This design comes from an exercise in tuning for small area on the open sky130 flow, not from production work. Where RTL was checked, it was by simulation tests only, not by an equivalence proof against the original. Power figures rest on the tool's default switching activity, not on a simulated workload.

==> try-umber <==
==> flow/design.v <==
`timescale 1ns / 1ps
module act_n_weight_ctrlr #(
    parameter ADDR_IN           = 20,
    parameter ADDR_W            = 18,
    parameter ACT_PER_CORE      = 11,
    parameter WEIGHT_PER_CORE   = 9,
    parameter NUM_DENSE_CORE    = 8,
    parameter NUM_SPARSE_CORE   = 4,
    parameter INPUT_BW          = 8,
    parameter OUTPUT_BW         = 8
)(
    input                       clk,
    input                       resetn,
    input  wire start,
    output wire done,
    input  wire [9:0] TOTAL_IC,
    input  wire [5:0] OC,
    input  wire [5:0] IMG_H,
    input  wire [5:0] IMG_W,
    input  wire [2:0] K,
    input  wire signed [INPUT_BW-1:0]   input_mem_data,
    output wire [ADDR_IN-1:0]           input_mem_addr,
    output                              input_mem_en,
    input  wire signed [INPUT_BW-1:0]   weight_mem_data,
    output wire [ADDR_W-1:0]            weight_mem_addr,
    output                              weight_mem_en,
    output wire signed [INPUT_BW-1:0]   act_row_mem_data,
    output wire [ACT_PER_CORE-1:0]      act_row_mem_addr,
    output wire signed [INPUT_BW-1:0]       weight_row_mem_data,
    output wire [WEIGHT_PER_CORE-1:0]       weight_row_mem_addr,
    input wire [NUM_DENSE_CORE-1:0]     which_dense_core_done,
    input wire [NUM_SPARSE_CORE-1:0]    which_sparse_core_done,
    output wire [NUM_DENSE_CORE-1:0]        which_dense_core_start,
    output wire [NUM_SPARSE_CORE-1:0]       which_sparse_core_start
    );
    function [20:0] radd;
        input [19:0] a;
        input [19:0] b;
        input        ci;
        integer i;
        reg c;
        begin
            c = ci;
            for (i = 0; i < 20; i = i + 1) begin
                radd[i] = a[i] ^ b[i] ^ c;
                c = (a[i] & b[i]) | (c & (a[i] ^ b[i]));
            end
            radd[20] = c;
        end
    endfunction
    localparam IDLE                 = 3'd0;
    localparam SPARSE_CHECK         = 3'd1;
    localparam DENSE_CORE_CHECK     = 3'd2;
    localparam SPARSE_CORE_CHECK    = 3'd3;
    localparam LOAD_DENSE_DATA      = 3'd4;
    localparam LOAD_SPARSE_DATA     = 3'd5;
    localparam IS_DONE              = 3'd6;
    localparam DONE                 = 3'd7;
    reg [2:0] state;
    wire st_idle  = (state == IDLE);
    wire st_sc    = (state == SPARSE_CHECK);
    wire st_dcc   = (state == DENSE_CORE_CHECK);
    wire st_scc   = (state == SPARSE_CORE_CHECK);
    wire st_load  = (state == LOAD_DENSE_DATA) || (state == LOAD_SPARSE_DATA);
    wire st_isd   = (state == IS_DONE);
    wire        k3   = K[1];
    wire [20:0] wm1_s  = radd({14'd0, IMG_W}, {14'd0, {5{~k3}}, 1'b1}, 1'b0);
    wire [20:0] hm1_s  = radd({14'd0, IMG_H}, {14'd0, {5{~k3}}, 1'b1}, 1'b0);
    wire [5:0]  wm1  = wm1_s[5:0];                                   
    wire [5:0]  hm1  = hm1_s[5:0];                                   
    wire [20:0] tm1_s  = radd({10'd0, TOTAL_IC}, {10'd0, 10'h3ff}, 1'b0);
    wire [9:0]  tm1  = tm1_s[9:0];                                   
    wire [20:0] kkt1_s = radd({10'd0, tm1}, {7'd0, k3 ? {tm1, 3'b0} : 13'd0}, 1'b0);
    wire [12:0] kkt1 = kkt1_s[12:0];                                 
    wire [20:0] wpc_s  = radd({14'd0, OC}, {11'd0, k3 ? {OC, 3'b0} : 9'd0}, 1'b0);
    wire [8:0]  wpc  = wpc_s[8:0];                                   
    wire        one_one = ~k3 & (OC == 6'd1) & (IMG_H == 6'd1) & (IMG_W == 6'd1);
    reg        was_dense_core_q;
    reg [1:0]  ic_per_core_cnt;
    reg [5:0]  sparsity_cnt;         
    reg [5:0]  sparse_amount;        
    reg [19:0] input_mem_addr_reg;
    reg [17:0] weight_addr;
    reg [12:0] weight_base;          
    reg [3:0]  weight_ic_cnt;
    reg [8:0]  weight_per_core_cnt;
    reg        weight_full;          
    reg        load_q;               
    reg [10:0] input_per_core_cnt_delay;
    reg [8:0]  weight_per_core_cnt_delay;
    reg [NUM_DENSE_CORE-1:0]   dense_core_ready;
    reg [NUM_SPARSE_CORE-1:0]  sparse_core_ready;
    reg [2:0]  dense_core_check_cnt;
    reg [1:0]  sparse_core_check_cnt;
    reg        get_core, get_core_delay, start_pulse;
    reg [2:0]  granted_core;
    wire col_last = (sparsity_cnt == wm1);
    wire row_last = (sparse_amount == hm1);
    wire act_last = col_last & row_last;
    wire [20:0] scnt_inc_s = radd({14'd0, sparsity_cnt}, 20'd0, 1'b1);
    wire [5:0]  scnt_inc   = scnt_inc_s[5:0];
    wire [20:0] amt_inc_s  = radd({14'd0, sparse_amount}, 20'd0, st_load | (input_mem_data == 0));
    wire [5:0]  amt_inc    = amt_inc_s[5:0];
    wire [20:0] dec_s      = radd({13'd0, sparse_amount, 1'b0}, {13'd0, 1'b1, ~wm1}, 1'b1);
    wire        go_sparse  = dec_s[7];
    wire [20:0] wpc_inc_s = radd({11'd0, weight_per_core_cnt}, 20'd0, 1'b1);
    wire [8:0]  wpc_inc   = wpc_inc_s[8:0];
    wire       w_last    = weight_full | (wpc_inc == wpc);
    wire       w_step    = st_load & ~weight_full;
    wire       ic_wrap   = ~k3 | weight_ic_cnt[3];
    wire [20:0] ic_inc_s = radd({16'd0, weight_ic_cnt}, 20'd0, 1'b1);
    wire [20:0] base_next_s = radd({7'd0, weight_base}, {16'd0, k3, 3'b001}, 1'b0);
    wire [12:0] base_next   = base_next_s[12:0];
    wire        tile_last   = (weight_base == kkt1) | (one_one & (base_next == kkt1));
    wire [20:0] wa_s = radd({2'd0, weight_addr}, {7'd0, ic_wrap ? kkt1 : 13'd0}, 1'b1);
    wire sc_count  = st_sc & (ic_per_core_cnt == 2'd0);
    wire in_rewind = sc_count & col_last;
    wire in_step   = st_load | (sc_count & ~col_last);
    wire [20:0] in_s = radd(input_mem_addr_reg, in_rewind ? {14'h3fff, ~wm1} : 20'd0, in_step | in_rewind);
    wire [20:0] ipc_s = radd({9'd0, input_per_core_cnt_delay}, 20'd0, 1'b1);
    wire [10:0] input_per_core_cnt = load_q ? ipc_s[10:0] : 11'd0;
    assign done             = (state == DONE);
    assign input_mem_en     = ~st_idle;
    assign weight_mem_en    = ~st_idle;
    assign input_mem_addr   = input_mem_addr_reg;
    assign weight_mem_addr  = weight_addr;
    assign act_row_mem_data    = input_mem_data;
    assign act_row_mem_addr    = input_per_core_cnt_delay;
    assign weight_row_mem_data = weight_mem_data;
    assign weight_row_mem_addr = weight_per_core_cnt_delay;
    assign which_dense_core_start  = (start_pulse &  was_dense_core_q) ? (8'd1 << granted_core) : 8'd0;
    assign which_sparse_core_start = (start_pulse & ~was_dense_core_q) ? (4'd1 << granted_core[1:0]) : 4'd0;
    reg [2:0] n_state;
    always @(*) begin
        case (state)
        IDLE              : n_state = start ? SPARSE_CHECK : IDLE;
        SPARSE_CHECK      : begin
            if (ic_per_core_cnt != 2'd0)
                n_state = was_dense_core_q ? LOAD_DENSE_DATA : LOAD_SPARSE_DATA;
            else if (col_last)
                n_state = go_sparse ? SPARSE_CORE_CHECK : DENSE_CORE_CHECK;
            else
                n_state = SPARSE_CHECK;
        end
        DENSE_CORE_CHECK  : n_state = get_core ? LOAD_DENSE_DATA : DENSE_CORE_CHECK;
        SPARSE_CORE_CHECK : n_state = get_core ? LOAD_SPARSE_DATA : SPARSE_CORE_CHECK;
        LOAD_DENSE_DATA   : n_state = (act_last & w_last) ? IS_DONE : LOAD_DENSE_DATA;
        LOAD_SPARSE_DATA  : n_state = (act_last & w_last) ? IS_DONE : LOAD_SPARSE_DATA;
        IS_DONE           : n_state = tile_last ? DONE : SPARSE_CHECK;
        default           : n_state = IDLE;
        endcase
    end
    always @(posedge clk or negedge resetn) begin
        if (~resetn) state <= IDLE;
        else         state <= n_state;
    end
    always @(posedge clk) begin
        if (sc_count) begin
            sparsity_cnt  <= scnt_inc;
            sparse_amount <= amt_inc;
        end
        else if (st_load) begin
            if (~col_last)
                sparsity_cnt <= scnt_inc;
            else if (~row_last) begin
                sparsity_cnt  <= 6'd0;
                sparse_amount <= amt_inc;
            end
        end
        else begin
            sparsity_cnt  <= 6'd0;
            sparse_amount <= 6'd0;
        end
    end
    always @(posedge clk) begin
        if (st_idle) begin
            input_mem_addr_reg <= 20'd0;
            weight_addr        <= 18'd0;
            weight_base        <= 13'd0;
        end
        else begin
            input_mem_addr_reg <= in_s[19:0];
            if (w_step)
                weight_addr <= wa_s[17:0];
            else if (st_isd)
                weight_addr <= {5'd0, base_next};
            if (st_isd) weight_base <= base_next;
        end
        weight_ic_cnt <= (w_step & ~ic_wrap) ? ic_inc_s[3:0] : 4'd0;
    end
    always @(posedge clk or negedge resetn) begin
        if (~resetn) begin
            weight_per_core_cnt       <= 9'd0;
            weight_full               <= 1'b0;
            load_q                    <= 1'b0;
            input_per_core_cnt_delay  <= 11'd0;
            weight_per_core_cnt_delay <= 9'd0;
        end
        else begin
            weight_per_core_cnt       <= st_load ? (weight_full ? weight_per_core_cnt : wpc_inc) : 9'd0;
            weight_full               <= st_load & w_last;
            load_q                    <= st_load;
            input_per_core_cnt_delay  <= input_per_core_cnt;
            weight_per_core_cnt_delay <= weight_per_core_cnt;
        end
    end
    always @(posedge clk) begin
        if (state == LOAD_DENSE_DATA)       was_dense_core_q <= 1'b1;
        else if (state == LOAD_SPARSE_DATA) was_dense_core_q <= 1'b0;
        if (st_idle)     ic_per_core_cnt <= 2'd0;
        else if (st_isd) ic_per_core_cnt <= (~k3 & ~ic_per_core_cnt[1]) ? {ic_per_core_cnt[0], ~ic_per_core_cnt[0]} : 2'd0;
    end
    wire dense_busy  = dense_core_ready[dense_core_check_cnt];
    wire sparse_busy = sparse_core_ready[sparse_core_check_cnt];
    always @(posedge clk or negedge resetn) begin
        if (~resetn) begin
            dense_core_ready  <= 0;
            sparse_core_ready <= 0;
            get_core          <= 1'b0;
            get_core_delay    <= 1'b0;
            start_pulse       <= 1'b0;
        end
        else begin
            get_core_delay <= get_core;
            start_pulse    <= get_core_delay;
            if (st_dcc) begin
                if (which_dense_core_done[dense_core_check_cnt])
                    dense_core_ready[dense_core_check_cnt] <= 1'b0;
                if (~dense_busy & ~get_core) begin
                    get_core <= 1'b1;
                    dense_core_ready[dense_core_check_cnt] <= 1'b1;
                end
                else get_core <= 1'b0;
            end
            else if (st_scc) begin
                if (which_sparse_core_done[sparse_core_check_cnt])
                    sparse_core_ready[sparse_core_check_cnt] <= 1'b0;
                if (~sparse_busy & ~get_core) begin
                    get_core <= 1'b1;
                    sparse_core_ready[sparse_core_check_cnt] <= 1'b1;
                end
                else get_core <= 1'b0;
            end
            else get_core <= 1'b0;
        end
    end
    wire [20:0] dcnt_inc = radd({17'd0, dense_core_check_cnt}, 20'd0, 1'b1);
    wire [20:0] scnt2_inc = radd({18'd0, sparse_core_check_cnt}, 20'd0, 1'b1);
    always @(posedge clk) begin
        if (st_idle) begin
            dense_core_check_cnt  <= 3'd0;
            sparse_core_check_cnt <= 2'd0;
        end
        else if (st_dcc) begin
            if (~get_core | (dense_core_check_cnt == 3'd7))
                dense_core_check_cnt <= dcnt_inc[2:0];
        end
        else if (st_scc) begin
            if (~get_core | (sparse_core_check_cnt == 2'd3))
                sparse_core_check_cnt <= scnt2_inc[1:0];
        end
        if ((st_dcc & ~dense_busy & ~get_core) | (st_scc & ~sparse_busy & ~get_core))
            granted_core <= st_dcc ? dense_core_check_cnt : {1'b0, sparse_core_check_cnt};
    end
endmodule
==> flow/run.sh <==
#!/bin/bash
# synth_recipe.tcl (not shown) runs the flow's synth.tcl, then flattens the netlist and writes it again
# the make line also repeats each setting of config.mk as NAME=value (left out here)
make -C /OpenROAD-flow-scripts/flow DESIGN_CONFIG=/design/flow/config.mk WORK_HOME=/design/flow/orfs CLKGATE_MAP_FILE= SYNTH_SCRIPT=/design/flow/synth_recipe.tcl finish
==> flow/config.mk <==
export PLATFORM = sky130hd
export DESIGN_NAME = act_n_weight_ctrlr
export DESIGN_NICKNAME = act_n_weight_ctrlr
export VERILOG_FILES = /design/flow/design.v
export SDC_FILE = /design/flow/constraint.sdc
export NUM_CORES = 4
export LEC_CHECK = 0
export CAP_MARGIN = 20
export CORE_MARGIN = 2
export CORE_UTILIZATION = 40
export CTS_BUF_LIST = sky130_fd_sc_hd__clkbuf_4 sky130_fd_sc_hd__clkbuf_8
export CTS_CLUSTER_SIZE = 10
export SLEW_MARGIN = 20
==> flow/constraint.sdc <==
create_clock -name core_clock -period 15.0 [get_ports {clk}]
set_input_delay 3.0000 -clock core_clock [delete_from_list [all_inputs] [get_ports {clk}]]
set_output_delay 3.0000 -clock core_clock [all_outputs]
set_load 0.01 [all_outputs]
==> try-delta (differences from try-umber) <==
--- a/flow/design.v
+++ b/flow/design.v
@@ -65,15 +65,14 @@
     wire st_isd   = (state == IS_DONE);
     wire        k3   = K[1];
     wire [20:0] wm1_s  = radd({14'd0, IMG_W}, {14'd0, {5{~k3}}, 1'b1}, 1'b0);
-    wire [20:0] hm1_s  = radd({14'd0, IMG_H}, {14'd0, {5{~k3}}, 1'b1}, 1'b0);
     wire [5:0]  wm1  = wm1_s[5:0];                                   
-    wire [5:0]  hm1  = hm1_s[5:0];                                   
     wire [20:0] tm1_s  = radd({10'd0, TOTAL_IC}, {10'd0, 10'h3ff}, 1'b0);
     wire [9:0]  tm1  = tm1_s[9:0];                                   
     wire [20:0] kkt1_s = radd({10'd0, tm1}, {7'd0, k3 ? {tm1, 3'b0} : 13'd0}, 1'b0);
     wire [12:0] kkt1 = kkt1_s[12:0];                                 
-    wire [20:0] wpc_s  = radd({14'd0, OC}, {11'd0, k3 ? {OC, 3'b0} : 9'd0}, 1'b0);
-    wire [8:0]  wpc  = wpc_s[8:0];                                   
+    wire [20:0] ocm1_s = radd({14'd0, OC}, {14'd0, 6'h3f}, 1'b0);
+    wire [20:0] wpcm1_s = radd({14'd0, ocm1_s[5:0]}, {11'd0, k3 ? {OC, 3'b0} : 9'd0}, 1'b0);
+    wire [8:0]  wpcm1  = wpcm1_s[8:0];                               
     wire        one_one = ~k3 & (OC == 6'd1) & (IMG_H == 6'd1) & (IMG_W == 6'd1);
     reg        was_dense_core_q;
     reg [1:0]  ic_per_core_cnt;
@@ -83,8 +82,8 @@
     reg [17:0] weight_addr;
     reg [12:0] weight_base;          
     reg [3:0]  weight_ic_cnt;
-    reg [8:0]  weight_per_core_cnt;
     reg        weight_full;          
+    reg        weight_full_q;
     reg        load_q;               
     reg [10:0] input_per_core_cnt_delay;
     reg [8:0]  weight_per_core_cnt_delay;
@@ -92,10 +91,10 @@
     reg [NUM_SPARSE_CORE-1:0]  sparse_core_ready;
     reg [2:0]  dense_core_check_cnt;
     reg [1:0]  sparse_core_check_cnt;
-    reg        get_core, get_core_delay, start_pulse;
-    reg [2:0]  granted_core;
+    reg        get_core;
+    reg        granted_last;         
     wire col_last = (sparsity_cnt == wm1);
-    wire row_last = (sparse_amount == hm1);
+    wire row_last = (sparse_amount == IMG_H);
     wire act_last = col_last & row_last;
     wire [20:0] scnt_inc_s = radd({14'd0, sparsity_cnt}, 20'd0, 1'b1);
     wire [5:0]  scnt_inc   = scnt_inc_s[5:0];
@@ -103,12 +102,12 @@
     wire [5:0]  amt_inc    = amt_inc_s[5:0];
     wire [20:0] dec_s      = radd({13'd0, sparse_amount, 1'b0}, {13'd0, 1'b1, ~wm1}, 1'b1);
     wire        go_sparse  = dec_s[7];
-    wire [20:0] wpc_inc_s = radd({11'd0, weight_per_core_cnt}, 20'd0, 1'b1);
-    wire [8:0]  wpc_inc   = wpc_inc_s[8:0];
-    wire       w_last    = weight_full | (wpc_inc == wpc);
+    wire [20:0] wpc_inc_s = radd({11'd0, weight_per_core_cnt_delay}, 20'd0, 1'b1);
+    wire [8:0]  weight_per_core_cnt = ~load_q ? 9'd0 : weight_full_q ? weight_per_core_cnt_delay : wpc_inc_s[8:0];
+    wire       w_last    = weight_full | (weight_per_core_cnt == wpcm1);
     wire       w_step    = st_load & ~weight_full;
-    wire       ic_wrap   = ~k3 | weight_ic_cnt[3];
-    wire [20:0] ic_inc_s = radd({16'd0, weight_ic_cnt}, 20'd0, 1'b1);
+    wire       ic_wrap   = ~k3 | (weight_ic_cnt[3] & ~weight_ic_cnt[1] & ~weight_ic_cnt[0]);
+    wire [3:0] ic_inc_s  = {weight_ic_cnt[2:0], ~(weight_ic_cnt[3] ^ weight_ic_cnt[2])};
     wire [20:0] base_next_s = radd({7'd0, weight_base}, {16'd0, k3, 3'b001}, 1'b0);
     wire [12:0] base_next   = base_next_s[12:0];
     wire        tile_last   = (weight_base == kkt1) | (one_one & (base_next == kkt1));
@@ -119,6 +118,7 @@
     wire [20:0] in_s = radd(input_mem_addr_reg, in_rewind ? {14'h3fff, ~wm1} : 20'd0, in_step | in_rewind);
     wire [20:0] ipc_s = radd({9'd0, input_per_core_cnt_delay}, 20'd0, 1'b1);
     wire [10:0] input_per_core_cnt = load_q ? ipc_s[10:0] : 11'd0;
+    wire start_pulse = load_q & (input_per_core_cnt_delay == 11'd0) & (ic_per_core_cnt == 2'd0);
     assign done             = (state == DONE);
     assign input_mem_en     = ~st_idle;
     assign weight_mem_en    = ~st_idle;
@@ -128,8 +128,12 @@
     assign act_row_mem_addr    = input_per_core_cnt_delay;
     assign weight_row_mem_data = weight_mem_data;
     assign weight_row_mem_addr = weight_per_core_cnt_delay;
-    assign which_dense_core_start  = (start_pulse &  was_dense_core_q) ? (8'd1 << granted_core) : 8'd0;
-    assign which_sparse_core_start = (start_pulse & ~was_dense_core_q) ? (4'd1 << granted_core[1:0]) : 4'd0;
+    wire [7:0] dcnt_hot = 8'd1 << dense_core_check_cnt;
+    wire [3:0] scnt_hot = 4'd1 << sparse_core_check_cnt;
+    assign which_dense_core_start  = (start_pulse &  was_dense_core_q) ?
+        {dcnt_hot[0] & granted_last, dcnt_hot[0] & ~granted_last, dcnt_hot[6:1]} : 8'd0;
+    assign which_sparse_core_start = (start_pulse & ~was_dense_core_q) ?
+        {scnt_hot[0] & granted_last, scnt_hot[0] & ~granted_last, scnt_hot[2:1]} : 4'd0;
     reg [2:0] n_state;
     always @(*) begin
         case (state)
@@ -169,7 +173,7 @@
         end
         else begin
             sparsity_cnt  <= 6'd0;
-            sparse_amount <= 6'd0;
+            sparse_amount <= (st_dcc | st_scc | st_sc) ? {{5{k3}}, 1'b1} : 6'd0;
         end
     end
     always @(posedge clk) begin
@@ -190,19 +194,19 @@
     end
     always @(posedge clk or negedge resetn) begin
         if (~resetn) begin
-            weight_per_core_cnt       <= 9'd0;
-            weight_full               <= 1'b0;
             load_q                    <= 1'b0;
             input_per_core_cnt_delay  <= 11'd0;
             weight_per_core_cnt_delay <= 9'd0;
         end
         else begin
-            weight_per_core_cnt       <= st_load ? (weight_full ? weight_per_core_cnt : wpc_inc) : 9'd0;
-            weight_full               <= st_load & w_last;
             load_q                    <= st_load;
             input_per_core_cnt_delay  <= input_per_core_cnt;
             weight_per_core_cnt_delay <= weight_per_core_cnt;
         end
+    end
+    always @(posedge clk) begin
+        weight_full   <= st_load & w_last;
+        weight_full_q <= weight_full;
     end
     always @(posedge clk) begin
         if (state == LOAD_DENSE_DATA)       was_dense_core_q <= 1'b1;
@@ -216,34 +220,22 @@
         if (~resetn) begin
             dense_core_ready  <= 0;
             sparse_core_ready <= 0;
-            get_core          <= 1'b0;
-            get_core_delay    <= 1'b0;
-            start_pulse       <= 1'b0;
-        end
-        else begin
-            get_core_delay <= get_core;
-            start_pulse    <= get_core_delay;
-            if (st_dcc) begin
-                if (which_dense_core_done[dense_core_check_cnt])
-                    dense_core_ready[dense_core_check_cnt] <= 1'b0;
-                if (~dense_busy & ~get_core) begin
-                    get_core <= 1'b1;
-                    dense_core_ready[dense_core_check_cnt] <= 1'b1;
-                end
-                else get_core <= 1'b0;
-            end
-            else if (st_scc) begin
-                if (which_sparse_core_done[sparse_core_check_cnt])
-                    sparse_core_ready[sparse_core_check_cnt] <= 1'b0;
-                if (~sparse_busy & ~get_core) begin
-                    get_core <= 1'b1;
-                    sparse_core_ready[sparse_core_check_cnt] <= 1'b1;
-                end
-                else get_core <= 1'b0;
-            end
-            else get_core <= 1'b0;
-        end
-    end
+        end
+        else if (st_dcc) begin
+            if (which_dense_core_done[dense_core_check_cnt])
+                dense_core_ready[dense_core_check_cnt] <= 1'b0;
+            if (~dense_busy & ~get_core)
+                dense_core_ready[dense_core_check_cnt] <= 1'b1;
+        end
+        else if (st_scc) begin
+            if (which_sparse_core_done[sparse_core_check_cnt])
+                sparse_core_ready[sparse_core_check_cnt] <= 1'b0;
+            if (~sparse_busy & ~get_core)
+                sparse_core_ready[sparse_core_check_cnt] <= 1'b1;
+        end
+    end
+    always @(posedge clk)
+        get_core <= ~get_core & ((st_dcc & ~dense_busy) | (st_scc & ~sparse_busy));
     wire [20:0] dcnt_inc = radd({17'd0, dense_core_check_cnt}, 20'd0, 1'b1);
     wire [20:0] scnt2_inc = radd({18'd0, sparse_core_check_cnt}, 20'd0, 1'b1);
     always @(posedge clk) begin
@@ -259,7 +251,7 @@
             if (~get_core | (sparse_core_check_cnt == 2'd3))
                 sparse_core_check_cnt <= scnt2_inc[1:0];
         end
-        if ((st_dcc & ~dense_busy & ~get_core) | (st_scc & ~sparse_busy & ~get_core))
-            granted_core <= st_dcc ? dense_core_check_cnt : {1'b0, sparse_core_check_cnt};
+        if (get_core)
+            granted_last <= st_dcc ? (dense_core_check_cnt == 3'd0) : (sparse_core_check_cnt == 2'd0);
     end
 endmodule
==> flow/flow/run.sh (new file) <==
#!/bin/bash
set -euo pipefail
export BUFFER_PORTS_ARGS="-buffer_cell sky130_fd_sc_hd__buf_1"
export CTS_ARGS="-sink_clustering_enable -repair_clock_nets -buf_list sky130_fd_sc_hd__clkbuf_8 -dont_use_dummy_load"
bash standard.sh > flow_make.log 2>&1
==> flow/standard.sh (new file) <==
#!/bin/bash
# synth_recipe.tcl (not shown) runs the flow's synth.tcl, then flattens the netlist and writes it again
# the make line also repeats each setting of config.mk as NAME=value (left out here)
make -C /OpenROAD-flow-scripts/flow DESIGN_CONFIG=/design/flow/config.mk WORK_HOME=/design/flow/orfs CLKGATE_MAP_FILE= SYNTH_SCRIPT=/design/flow/synth_recipe.tcl "${@:-finish}"
CTS_BUF_LIST = default   (was sky130_fd_sc_hd__clkbuf_4 sky130_fd_sc_hd__clkbuf_8)
CTS_CLUSTER_SIZE = default   (was 10)
removed: flow/run.sh
==> try-indigo (differences from try-umber) <==
--- a/flow/design.v
+++ b/flow/design.v
@@ -65,7 +65,6 @@
     wire st_isd   = (state == IS_DONE);
     wire        k3   = K[1];
     wire [20:0] wm1_s  = radd({14'd0, IMG_W}, {14'd0, {5{~k3}}, 1'b1}, 1'b0);
-    wire [20:0] hm1_s  = radd({14'd0, IMG_H}, {14'd0, {5{~k3}}, 1'b1}, 1'b0);
     wire [5:0]  wm1  = wm1_s[5:0];                                   
     wire [5:0]  hm1  = hm1_s[5:0];                                   
     wire [20:0] tm1_s  = radd({10'd0, TOTAL_IC}, {10'd0, 10'h3ff}, 1'b0);
@@ -92,10 +91,10 @@
     reg [NUM_SPARSE_CORE-1:0]  sparse_core_ready;
     reg [2:0]  dense_core_check_cnt;
     reg [1:0]  sparse_core_check_cnt;
-    reg        get_core, get_core_delay, start_pulse;
+    reg        get_core;
     reg [2:0]  granted_core;
     wire col_last = (sparsity_cnt == wm1);
-    wire row_last = (sparse_amount == hm1);
+    wire row_last = (sparse_amount == IMG_H);
     wire act_last = col_last & row_last;
     wire [20:0] scnt_inc_s = radd({14'd0, sparsity_cnt}, 20'd0, 1'b1);
     wire [5:0]  scnt_inc   = scnt_inc_s[5:0];
@@ -107,8 +106,8 @@
     wire [8:0]  wpc_inc   = wpc_inc_s[8:0];
     wire       w_last    = weight_full | (wpc_inc == wpc);
     wire       w_step    = st_load & ~weight_full;
-    wire       ic_wrap   = ~k3 | weight_ic_cnt[3];
-    wire [20:0] ic_inc_s = radd({16'd0, weight_ic_cnt}, 20'd0, 1'b1);
+    wire       ic_wrap   = ~k3 | (weight_ic_cnt[3] & ~weight_ic_cnt[1] & ~weight_ic_cnt[0]);
+    wire [3:0] ic_inc_s  = {weight_ic_cnt[2:0], ~(weight_ic_cnt[3] ^ weight_ic_cnt[2])};
     wire [20:0] base_next_s = radd({7'd0, weight_base}, {16'd0, k3, 3'b001}, 1'b0);
     wire [12:0] base_next   = base_next_s[12:0];
     wire        tile_last   = (weight_base == kkt1) | (one_one & (base_next == kkt1));
@@ -119,6 +118,7 @@
     wire [20:0] in_s = radd(input_mem_addr_reg, in_rewind ? {14'h3fff, ~wm1} : 20'd0, in_step | in_rewind);
     wire [20:0] ipc_s = radd({9'd0, input_per_core_cnt_delay}, 20'd0, 1'b1);
     wire [10:0] input_per_core_cnt = load_q ? ipc_s[10:0] : 11'd0;
+    wire start_pulse = load_q & (input_per_core_cnt_delay == 11'd0) & (ic_per_core_cnt == 2'd0);
     assign done             = (state == DONE);
     assign input_mem_en     = ~st_idle;
     assign weight_mem_en    = ~st_idle;
@@ -169,7 +169,7 @@
         end
         else begin
             sparsity_cnt  <= 6'd0;
-            sparse_amount <= 6'd0;
+            sparse_amount <= (st_dcc | st_scc | st_sc) ? {{5{k3}}, 1'b1} : 6'd0;
         end
     end
     always @(posedge clk) begin
@@ -217,12 +217,8 @@
             dense_core_ready  <= 0;
             sparse_core_ready <= 0;
             get_core          <= 1'b0;
-            get_core_delay    <= 1'b0;
-            start_pulse       <= 1'b0;
-        end
-        else begin
-            get_core_delay <= get_core;
-            start_pulse    <= get_core_delay;
+        end
+        else begin
             if (st_dcc) begin
                 if (which_dense_core_done[dense_core_check_cnt])
                     dense_core_ready[dense_core_check_cnt] <= 1'b0;
==> flow/flow/run.sh (new file) <==
#!/bin/bash
set -euo pipefail
export BUFFER_PORTS_ARGS="-buffer_cell sky130_fd_sc_hd__buf_1"
export CTS_ARGS="-sink_clustering_enable -repair_clock_nets -buf_list sky130_fd_sc_hd__clkbuf_8 -dont_use_dummy_load"
bash standard.sh > flow_make.log 2>&1
==> flow/standard.sh (new file) <==
#!/bin/bash
# synth_recipe.tcl (not shown) runs the flow's synth.tcl, then flattens the netlist and writes it again
# the make line also repeats each setting of config.mk as NAME=value (left out here)
make -C /OpenROAD-flow-scripts/flow DESIGN_CONFIG=/design/flow/config.mk WORK_HOME=/design/flow/orfs CLKGATE_MAP_FILE= SYNTH_SCRIPT=/design/flow/synth_recipe.tcl "${@:-finish}"
CTS_BUF_LIST = default   (was sky130_fd_sc_hd__clkbuf_4 sky130_fd_sc_hd__clkbuf_8)
CTS_CLUSTER_SIZE = default   (was 10)
removed: flow/run.sh
==> implementation parameters <==
Parameter                              Value

Pwr
  Power dissipated in combinational cells    0.396 mW

Timing
  Final Cycle Share    84.03%
  Worst-case hold slack    approximately 450 ps

Worst setup path
  Setup slack on the worst flop-to-flop path    around 7000 ps

Finish
  Core Util, Final    45.37%

Detailed routing
  Post-detailed-route wirelength per cell    16.10 µm

Clock tree
  Clk Latency, worst-skew pair    approximately 430 ps

Die
  Number of core rows    50

Synth
  Top cells by count, synth    sky130_fd_sc_hd__ha_1 (91), sky130_fd_sc_hd__dfxtp_1 (66), sky130_fd_sc_hd__nor2_1 (60)
  Async set or reset register ratio after synthesis    31.30%

Status
  Run status    complete, no violations
Source of the figures above: try-delta

==> implementation parameters <==
Parameter                              Value

Finish
  Core Util, Final    a little over 50%

Timing
  Worst-case hold slack    approximately 380 ps
  Final Cycle Share    82.88%

Status
  Run status    complete, no violations

Clock tree
  Clk Latency, worst-skew pair    450 ps

Pwr
  Power dissipated in combinational cells    about 0.44 mW

Worst setup path
  Setup slack on the worst flop-to-flop path    roughly 5800 ps

Detailed routing
  Post-detailed-route wirelength per cell    14.72 µm

Die
  Number of core rows    just over 50

Synth
  Top cells by count, synth    sky130_fd_sc_hd__ha_1 (84), sky130_fd_sc_hd__nand2_1 (75), sky130_fd_sc_hd__dfxtp_1 (63), sky130_fd_sc_hd__nor2_1 (63), sky130_fd_sc_hd__dfrtp_1 (49)
Source of the figures above: try-umber

==> implementation parameters <==
Parameter                              Value

Clock tree
  Clk Latency, worst-skew pair    approximately 440 ps

Die
  Number of core rows    just over 50

Timing
  Worst-case hold slack    399.3 ps

Synth
  Top cells by count, synth    sky130_fd_sc_hd__ha_1 (83), sky130_fd_sc_hd__dfxtp_1 (63), sky130_fd_sc_hd__nor2_1 (61)
  Async set or reset register ratio after synthesis    roughly 38%

Worst setup path
  Setup slack on the worst flop-to-flop path    6940 ps

Finish
  Core Util, Final    45.01%

Status
  Run status    complete, no violations
Source of the figures above: try-indigo

Function not checked in try-umber and try-indigo: the RTL went through the layout flow alone.

## port drivers added, routing unchanged
How much do the figures lean on ideal ports? The routed layouts below were timed once more, with nothing changed but the port constraints.
Step 1, drivers: a clkbuf_16 drives clk and a buf_2 each remaining input, both assumed.
Step 2 also shifts input and output timing later by t, the mid clock arrival at the registers, as if the neighbouring blocks saw the same clock.
Slacks: ideal ports / drivers / drivers and shift; pairs: ideal ports / drivers.
| run | t (ns) | setup WS [ns] | worst setup path after step 2 | worst data-port slew with drivers (ns) |
|---|---|---|---|---|
| try-umber | 0.485 | 2.568 / 2.581 / 2.096 | input to register | 0.07 |
| try-delta | 0.464 | 2.395 / 2.409 / 1.945 | input to register | 0.06 |
| try-indigo | 0.471 | 2.963 / 2.974 / 2.503 | input to register | 0.07 |
After both steps setup and hold are still met in every run listed. The setup slack of try-umber, which loses most, moves by +0.013 ns with the drivers and by -0.472 ns with both steps.
